This design comes from an exercise in tuning for small area on the open sky130 flow, not from production work.
Function was checked by simulation only, so behaviour that the tests miss may differ from the original.

job 101:
// Top_Memory_Game
module Top_Memory_Game (
    input wire clk,
    input wire rst_n,
    input wire [7:0] btn_raw,
    output wire [7:0] led_out,
    output wire [7:0] seg_data,
    output wire [7:0] seg_sel,
    output reg pwm_servo,
    output wire lcd_rs,
    output wire lcd_rw,
    output wire lcd_en,
    output reg [7:0] lcd_data
);
    integer j;
    localparam [9:0] DB_HIT = 10'd440;
    wire [7:0] btn_in = ~btn_raw;
    reg  [7:0] db_prev, db_out;
    wire [7:0] db_hit;
    genvar g;
    generate
        for (g = 0; g < 8; g = g + 1) begin : db
            reg  [9:0] d;            
            wire       clr = btn_in[g] ^ db_prev[g];
            assign db_hit[g] = (d == DB_HIT);
            always @(posedge clk)
                d <= clr ? 10'd0 : {~d[8:0], ~(d[9] ^ d[6])};
        end
    endgenerate
    always @(posedge clk) begin
        if (!rst_n) begin
            db_prev <= 8'd0;
            db_out  <= 8'd0;
        end else begin
            db_prev <= btn_in;
            for (j = 0; j < 8; j = j + 1)
                if (db_hit[j]) db_out[j] <= db_prev[j];
        end
    end
    wire [7:0] btn_pos = db_hit & db_prev & ~db_out;
    wire       any_key = |btn_pos;
    reg  [2:0] key;
    always @(*) begin
        casez (btn_pos)
            8'b???????1: key = 3'd0;
            8'b??????10: key = 3'd1;
            8'b?????100: key = 3'd2;
            8'b????1000: key = 3'd3;
            8'b???10000: key = 3'd4;
            8'b??100000: key = 3'd5;
            8'b?1000000: key = 3'd6;
            default:     key = 3'd7;
        endcase
    end
    reg [2:0] lo;
    reg [6:0] ph7;       
    reg [6:0] sh7;       
    reg       pre;
    wire [5:0] e;
    wire [9:0] pcnt = {ph7, lo};
  ...
clock: 25.0 ns
lec_check: 0
cap_margin: 20
core_margin: 2
core_utilization: 75
cts_buf_list: sky130_fd_sc_hd__clkbuf_8
cts_cluster_diameter: 60
cts_cluster_size: 20
slew_margin: 20
standard.sh (not shown) runs the stock make flow with config.mk's settings and CLKGATE_MAP_FILE= SYNTH_SCRIPT=/design/flow/synth_recipe.tcl, a recipe that flattens the netlist after the stock synthesis.
==> flow/flow/run.sh <==
#!/bin/bash
# Own layout flow: the standard ORFS flow (standard.sh) with these changes:
#  - Yosys's ABC technology mapping uses an area-oriented script
#    (flow/abc_area.script) in place of ORFS's delay-oriented one;
#  - adders are left to ABC (no ORFS half/full-adder cell mapping);
#  - the port buffers are buf_1 cells;
#  - clock tree synthesis adds no dummy loads and uses small buffers above
#    the leaf level (clustering settings as config.mk's CTS_* values).
# Everything else (synthesis script, floorplan, power grid, placement,
# routing) is ORFS's own. Each tool's output goes to its own log under
# orfs/logs/, and make's output to flow_make.log.
set -euo pipefail
W=$(pwd)
rm -rf "$W/orfs_scripts"
mkdir -p "$W/orfs_scripts"
cp -r "$FLOW_HOME/scripts/." "$W/orfs_scripts/"
cp "$W/flow/abc_area.script" "$W/orfs_scripts/abc_speed.script"
CTS="-sink_clustering_enable -repair_clock_nets -dont_use_dummy_load"
CTS="$CTS -sink_clustering_size 20 -sink_clustering_max_diameter 60"
CTS="$CTS -buf_list sky130_fd_sc_hd__clkbuf_8 -root_buf sky130_fd_sc_hd__clkbuf_2 -tree_buf sky130_fd_sc_hd__clkbuf_2"
bash "$W/standard.sh" "SCRIPTS_DIR=$W/orfs_scripts" "ADDER_MAP_FILE=" \
    "BUFFER_PORTS_ARGS=-buffer_cell sky130_fd_sc_hd__buf_1" \
    "CTS_ARGS=$CTS" finish > "$W/flow_make.log" 2>&1
test -f "$W/out/final.def"
==> flow/flow/abc_area.script <==
strash
&get -n
&deepsyn -T 60
&put
dch
&get -n
&nf -a -R 200
&put
Job 101 finished every step from synthesis to the final layout, and the layout passed the timing, DRC and antenna checks.
> inputs changed (job 101 -> job 102)
--- a/flow/design.v
+++ b/flow/design.v
@@ -148,59 +148,60 @@
                  ((st == S_SB) && t_per) || ((st == S_GS) && (ph == PH1));
     always @(posedge clk) begin
         if (t_clr || !rst_n) begin
             ph <= PH0; cq <= 8'd0;
         end else begin
             ph <= phlast ? PH0 : {ph[10:0], ~(ph[11] ^ ph[10] ^ ph[9] ^ ph[3])};
             cq <= cq + {7'd0, phlast};
         end
     end
     always @(posedge clk or negedge rst_n) begin
         if (!rst_n) begin
             st <= S_IDLE; idx <= 4'd0;
-            round <= 3'd1; score <= 5'd0;
         end else begin
             case (st)
                 S_IDLE: if (t_idle) st <= S_GA;
                 S_GA: begin idx <= 4'd15; st <= S_GB; end
                 S_GB: begin
                     if (last_i) st <= S_GS;
                     else if (!skip) idx <= idx + 4'd1;
                 end
                 S_GS: if (ph == PH1) begin idx <= 4'd0; st <= S_SB; end
                 S_SB: if (t_per) begin
                     if (last_i) st <= S_SC;
                     else idx <= idx + 4'd1;
                 end
                 S_SC: begin idx <= 4'd0; st <= S_WT; end
                 S_WT: begin
                     if (t_up) st <= S_XF;
                     else if (idx == k) st <= S_XC;
                     else if (key_wr) idx <= idx + 4'd1;
                 end
                 S_XC: st <= S_CK;
-                S_XF: begin round <= round + 3'd1; st <= S_FL; end
-                S_CK: if (t_check) begin
-                    round <= round + 3'd1;
-                    if (match) begin
-                        score <= score + {2'd0, round} + 5'd1;
-                        st <= S_PS;
-                    end else st <= S_FL;
-                end
+                S_XF: st <= S_FL;
+                S_CK: if (t_check) st <= match ? S_PS : S_FL;
                 S_PS, S_FL: if (t_end) st <= (round == 3'd6) ? S_DN : S_GA;
                 default: st <= S_DN;
             endcase
         end
     end
     always @(posedge clk) begin
+        if (!rst_n) begin
+            round <= 3'd1; score <= 5'd0;
+        end else if (st == S_XF || (st == S_CK && t_check)) begin
+            round <= round + 3'd1;
+            if (st == S_CK && match) score <= score + {2'd0, round} + 5'd1;
+        end
+    end
+    always @(posedge clk) begin
         for (j = 0; j < 8; j = j + 1)
             if (we[j]) A[j] <= wd;
         if (gen_wr) rep <= !g_first && (rv == a_cur);
         if (st == S_SC) match <= 1'b1;
         if (key_wr) match <= match & (key == a_cur);
     end
     assign e = (st == S_WT || st == S_XC || st == S_XF) ? cq[7:2] : 6'd0;
     wire led_on = (st == S_SB) && !first &&
                   ((cq < {3'd0, on_q}) || ((cq == {3'd0, on_q}) && ph0));
     assign led_out = led_on ? (8'd1 << a_cur) : 8'd0;
     reg [7:0] cnt_gt;
     always @(*)
Results
- In the reports for job 102 and job 101, the larger maximum number of pins on one net before global-route repair belongs to job 102.
- Job 102 against job 101: maximum frequency from static timing analysis saw a decrease, path length in cells of the critical path now larger, sequential cell area fraction in the yosys report held steady, minimum setup slack in the final design shrank by 0.43 ns, setup slack after placement went down.
- Job 102 against job 101: width of the die decreased about 0.5%, via count increased 171, first-iteration DRC count increased 291.

what the ideal ports hide:
How much do the figures lean on ideal ports? The routed layouts below were timed once more, with nothing changed but the port constraints.
Step 1: set_driving_cell puts a clkbuf_16 on clk and a buf_2 on each other input, an assumption about the parent block.
Step 2 adds t to the input delays and takes it off the output delays; t is the mean of the earliest and latest rising clock arrival at the registers after step 1. Input paths then give back, and output paths get back, about the clock's delay inside the block.
a / b / c = ideal / step 1 / step 2; a / b = the first two.
run | shift t [ns] | setup slack, ns | worst register clock-pin slew, ns
job 101 | 0.714 | 16.933 / 16.899 / 17.613 | 0.12 / 0.12
job 102 | 0.693 | 16.505 / 16.468 / 17.161 | 0.12 / 0.12
After both steps setup and hold are still met in every run listed.
